Source: an optimization exercise on an open RTL-to-GDS flow (aim: small area). Production flows keep margins and buffers that such runs may drop. Function was checked by simulation only, so behaviour that the tests miss may differ from the original. No activity file was given, so power comes from the tool's default toggle rates.

== north ==
==> module pc_rx_deframe, before the edit <==
module pc_rx_deframe #
(
    parameter                       U_DLY = 1
)
(
    input                           clk_sys                     ,
    input                           rst_n                       ,
    input                     [7:0] pc_rx_data                  ,
    input                           pc_rx_data_valid            ,
    output reg                      fdram_wr_en                 ,
    output reg               [11:0] fdram_wr_addr               ,
    output                    [7:0] fdram_wr_data               ,
    output                    [3:0] fififo_wr_en                ,
    output                   [71:0] fififo_wr_data              ,
    output                   [19:0] resp_info                   ,
    output reg                      resp_info_valid
);
wire                                v = pc_rx_data_valid        ;
wire                          [7:0] d = pc_rx_data              ;
reg                                 v1                          ;
reg                                 v2                          ;
reg                          [23:8] sr_hi                       ;
reg                           [7:0] sr_lo                       ;
wire                         [23:0] sr = {sr_hi, sr_lo}         ;
wire                         [31:0] w = {sr, d}                 ;
reg                                 busy                        ;
reg                           [3:0] s                           ;
reg                          [31:0] r                           ;
reg                          [31:0] len                         ;
reg                                 type1                       ;
reg                                 type2                       ;
reg                          [15:0] func                        ;
reg                                 p11                         ;
reg                          [11:0] start                       ;
reg                                 latch                       ;
reg                          [31:0] crcd                        ;
reg                                 cv                          ;
reg                                 clear                       ;
reg                                 pc                          ;
reg                          [31:0] lfsr                        ;
wire                         [31:0] lfsr_c                      ;
reg                           [1:0] ffen                        ;
reg                                 m                           ;
wire                                rz4  = ~|r[31:4]            ;
wire                                r7   = rz4 & (r[3:0] == 4'd7);
wire                                r10  = rz4 & (r[3:0] == 4'd10);
wire                                rle6 = rz4 & ~r[3] & ~&r[2:0];
wire                                rgt10 = ~(rz4 & (r[3:0] <= 4'd10));
wire                                lz4  = ~|len[31:4]          ;
wire                                lz3  = lz4 & ~len[3]        ;
wire                                llt4 = lz3 & ~len[2]        ;
wire                                llt6 = lz3 & ~(len[2] & len[1]);
wire                                leq4 = lz3 & (len[2:0] == 3'd4);
wire                                reg1 = (s <= 4'd5)          ;
wire                                e1 = reg1 ? (lz4 & (len[3:0] == s + 4'd1)) : r7;
wire                                e4 = reg1 ? (lz4 & (len[3:0] == s + 4'd4)) : r10;
wire                                ge = rle6 | llt6            ;
wire                                lt4 = llt4 | (~leq4 & rgt10);
wire                                sync = v & (w == 32'hef9119fe);
wire                                chk = busy & v & e1         ;
wire                                match = cv ? (crcd == w) : (w == 32'd0);
always @ (posedge clk_sys or negedge rst_n)
begin
    if(rst_n == 1'b0)
        begin
            v1 <= 1'b0;
            v2 <= 1'b0;
            sr_lo <= 8'd0;
        end
    else
        begin
            v1 <= v;
            v2 <= v1;
            if(v == 1'b1)
                sr_lo <= d;
        end
end
always @ (posedge clk_sys)
begin
    if(v == 1'b1)
        sr_hi <= sr[15:0];
end
always @ (posedge clk_sys or negedge rst_n)
begin
    if(rst_n == 1'b0)
        begin
            busy <= 1'b0;
            s <= 4'd0;
        end
    else
        begin
            if(sync == 1'b1)
                busy <= 1'b1;
            else if((s >= 4'd9) && (ge == 1'b1))
                busy <= 1'b0;
            if(busy == 1'b0)
                s <= 4'd0;
            else if((v == 1'b1) && (s != 4'd15))
                s <= s + 4'd1;
        end
end
genvar gi;
wire                         [11:0] fa_t                        ;
assign fa_t[0] = 1'b1;
generate
    for (gi = 1; gi < 12; gi = gi + 1) begin : g_fa
        assign fa_t[gi] = fa_t[gi-1] & fdram_wr_addr[gi-1];
    end
endgenerate
wire                                r_ld = v & (s == 4'd5)      ;
wire                                r_dec = busy & v            ;
wire                         [31:0] rzc                         ;
assign rzc[0] = 1'b1;
generate
    for (gi = 1; gi < 32; gi = gi + 1) begin : g_rz
        assign rzc[gi] = rzc[gi-1] & ~r[gi-1];
    end
    for (gi = 0; gi < 32; gi = gi + 1) begin : g_r
        always @ (posedge clk_sys)
        begin
            if(r_ld == 1'b1)
                r[gi] <= w[gi];
            else if((r_dec == 1'b1) && (rzc[gi] == 1'b1))
                r[gi] <= ~r[gi];
        end
    end
endgenerate
always @ (posedge clk_sys)
begin
    if((v == 1'b1) && (s == 4'd1))
        begin
            type1 <= (w[15:0] == 16'h0001);
            type2 <= (w[15:0] == 16'h0002) | (w[15:0] == 16'h0003);
        end
end
always @ (posedge clk_sys or negedge rst_n)
begin
    if(rst_n == 1'b0)
        begin
            len <= 32'd0;
            p11 <= 1'b0;
            func <= 16'd0;
            start <= 12'd0;
        end
    else
        begin
            if((v1 == 1'b1) && (s == 4'd6))
                len <= r;
            p11 <= v & (s == 4'd11);
            if(p11 == 1'b1)
                func <= sr[15:0];
            if((v1 == 1'b1) && (s == 4'd11))
                start <= fdram_wr_addr;
        end
end
cb_crc32 u_cb_crc32
(
    .q                              (lfsr | {32{pc}}            ),
    .d                              (v1 ? sr[15:8] : sr[7:0]    ),
    .c                              (lfsr_c                     )
);
always @ (posedge clk_sys)
begin
    if(v2 == 1'b1)
        lfsr <= lfsr_c;
end
always @ (posedge clk_sys or negedge rst_n)
begin
    if(rst_n == 1'b0)
        begin
            clear <= 1'b0;
            pc <= 1'b1;
            latch <= 1'b0;
            cv <= 1'b0;
        end
    else
        begin
            clear <= ~busy & v & (d == 8'hef);
            if(clear == 1'b1)
                pc <= 1'b1;
            else if(v2 == 1'b1)
                pc <= 1'b0;
            latch <= v2 & e4;
            if(latch == 1'b1)
                cv <= 1'b1;
        end
end
always @ (posedge clk_sys)
begin
    if(latch == 1'b1)
        crcd <= lfsr;
end
always @ (posedge clk_sys or negedge rst_n)
begin
    if(rst_n == 1'b0)
        begin
            fdram_wr_en <= 1'b0;
            fdram_wr_addr <= 12'd0;
            ffen <= 2'd0;
            resp_info_valid <= 1'b0;
            m <= 1'b0;
        end
    else
        begin
            fdram_wr_en <= v & (s >= 4'd10) & lt4;
            fdram_wr_addr <= fdram_wr_addr ^ (fa_t & {12{fdram_wr_en}});
            ffen <= {chk & match & type2, chk & match & type1};
            resp_info_valid <= chk & (type1 | type2);
            m <= match;
        end
end
assign fdram_wr_data = sr_lo;
assign fififo_wr_en = {1'b0, ffen, 1'b0};
assign fififo_wr_data = {func, 4'd0, start, m, 7'd0, len};
assign resp_info = {3'd0, m, func};
endmodule
export LEC_CHECK = 0
export CAP_MARGIN = 20
export CORE_MARGIN = 2
export CORE_UTILIZATION = 40
export PLACE_DENSITY = 0.6
export SLEW_MARGIN = 20
export BUFFER_PORTS_ARGS = -buffer_cell sky130_fd_sc_hd__buf_1
export CTS_ARGS = -sink_clustering_enable -repair_clock_nets -buf_list sky130_fd_sc_hd__clkbuf_8 -sink_clustering_size 18 -sink_clustering_max_diameter 60 -dont_use_dummy_load
export POST_FLOORPLAN_TCL = /design/flow/flow/downsize.tcl
create_clock -name core_clock -period 6.0 [get_ports {clk_sys}]
standard.sh (not shown) runs the stock make flow with config.mk's settings and CLKGATE_MAP_FILE= SYNTH_SCRIPT=/design/flow/synth_recipe.tcl, a recipe that flattens the netlist after the stock synthesis.
==> flow/flow/run.sh <==
#!/bin/bash
# Standard ORFS layout with smaller port buffers, a lighter clock tree and
# combinational cells taken down to their smallest drive after floorplan.
set -euo pipefail
HERE=$(pwd)
cat >> config.mk <<EOC
export BUFFER_PORTS_ARGS = -buffer_cell sky130_fd_sc_hd__buf_1
export CTS_ARGS = -sink_clustering_enable -repair_clock_nets -buf_list sky130_fd_sc_hd__clkbuf_8 -sink_clustering_size 18 -sink_clustering_max_diameter 60 -dont_use_dummy_load
export POST_FLOORPLAN_TCL = $HERE/flow/downsize.tcl
EOC
bash standard.sh finish > flow.log 2>&1
==> flow/flow/downsize.tcl <==
# Swap every combinational cell to the smallest drive strength of the same
# function (the later repair steps size up again where timing needs it).
set dont_use [split $::env(DONT_USE_CELLS)]
set db [ord::get_db]
array set best {}
foreach lib [$db getLibs] {
  foreach m [$lib getMasters] {
    set n [$m getName]
    if {[$m getType] ne "CORE"} { continue }
    if {[lsearch -exact $dont_use $n] >= 0} { continue }
    if {![regexp {^(sky130_fd_sc_hd__[a-z0-9]+)_([0-9]+)$} $n -> base drive]} { continue }
    set a [expr {[$m getWidth] * [$m getHeight]}]
    if {![info exists best($base)] || $a < [lindex $best($base) 0]} {
      set best($base) [list $a $m]
    }
  }
}
set n 0
foreach inst [[ord::get_db_block] getInsts] {
  set m [$inst getMaster]
  set name [$m getName]
  if {![regexp {^(sky130_fd_sc_hd__([a-z0-9]+))_([0-9]+)$} $name -> base short drive]} { continue }
  if {[regexp {^(df|edf|sdf|sedf|dl|conb|tap|fill|decap|clkdly|dlygate)} $short]} { continue }
  if {![info exists best($base)]} { continue }
  set bm [lindex $best($base) 1]
  if {$bm eq $m} { continue }
  if {[lindex $best($base) 0] < [expr {[$m getWidth] * [$m getHeight]}]} {
    $inst swapMaster $bm
    incr n
  }
}
puts "downsize: swapped $n cells"
north reached the final stage; the timing, design-rule and antenna checks on its layout passed.
Inputs modified between north and south:
diff --git a/flow/design.v b/flow/design.v
--- a/flow/design.v
+++ b/flow/design.v
@@ -181,16 +181,11 @@
     for (gi = 1; gi < 32; gi = gi + 1) begin : g_rz
         assign rzc[gi] = rzc[gi-1] & ~r[gi-1];
     end
     for (gi = 0; gi < 32; gi = gi + 1) begin : g_r
         always @ (posedge clk_sys)
-        begin
-            if(r_ld == 1'b1)
-                r[gi] <= w[gi];
-            else if((r_dec == 1'b1) && (rzc[gi] == 1'b1))
-                r[gi] <= ~r[gi];
-        end
+            r[gi] <= r_ld ? w[gi] : (r[gi] ^ (r_dec & rzc[gi]));
     end
 endgenerate
 always @ (posedge clk_sys)
 begin
     if((v == 1'b1) && (s == 4'd1))
Results
Estimated wirelength of the detail-placed design up 0.39% in south wrt north. [compare] base=north new=south: post-layout instance area went down by 110 um2; critical path depth went down by 2; combinational group share of total power went down by 5.2 points. north tops out at a lower clock frequency than south. Worst-case clock skew, north and south: higher on north. The higher routed wire length came out of south. Going from north to south, hold slack shrinks by 11 ps. Re placement-stage worst setup slack: south is 180 ps up on north. Cell area reported after detailed placement: south < north. north → south: synthesized instance count went up by 28; synthesized-area fraction occupied by ao, oa, aoi and oai cells went up by 0.82 points; total via count after detailed routing went up by 213.

what the ideal ports hide:
In the flow no input, the clock included, has a driving cell. The finished layouts below were timed again as built, in two steps. Step 1 sets driving cells, clkbuf_16 on the clock port and buf_2 on the other inputs (assumed; they add their load-dependent delay and slew). Step 2, shift: input delay + t, output delay - t, t = (earliest + latest rising clock arrival at the registers) / 2. This alone moves slack from input paths to output paths. a / b / c = no drivers / after step 1 / after step 2; a / b = the first two.
run | t (ns) | slack for setup (ns) | worst setup path at the end | worst register clock-pin slew, ns
north | 0.522 | 2.778 / 2.787 / 2.264 | input to register | 0.11 / 0.11
south | 0.540 | 2.929 / 2.929 / 2.404 | input to register | 0.11 / 0.11
After both steps every run listed still meets setup and hold. For south, which loses most, drivers alone change the setup slack by 0.000 ns; drivers and shift together by -0.525 ns.
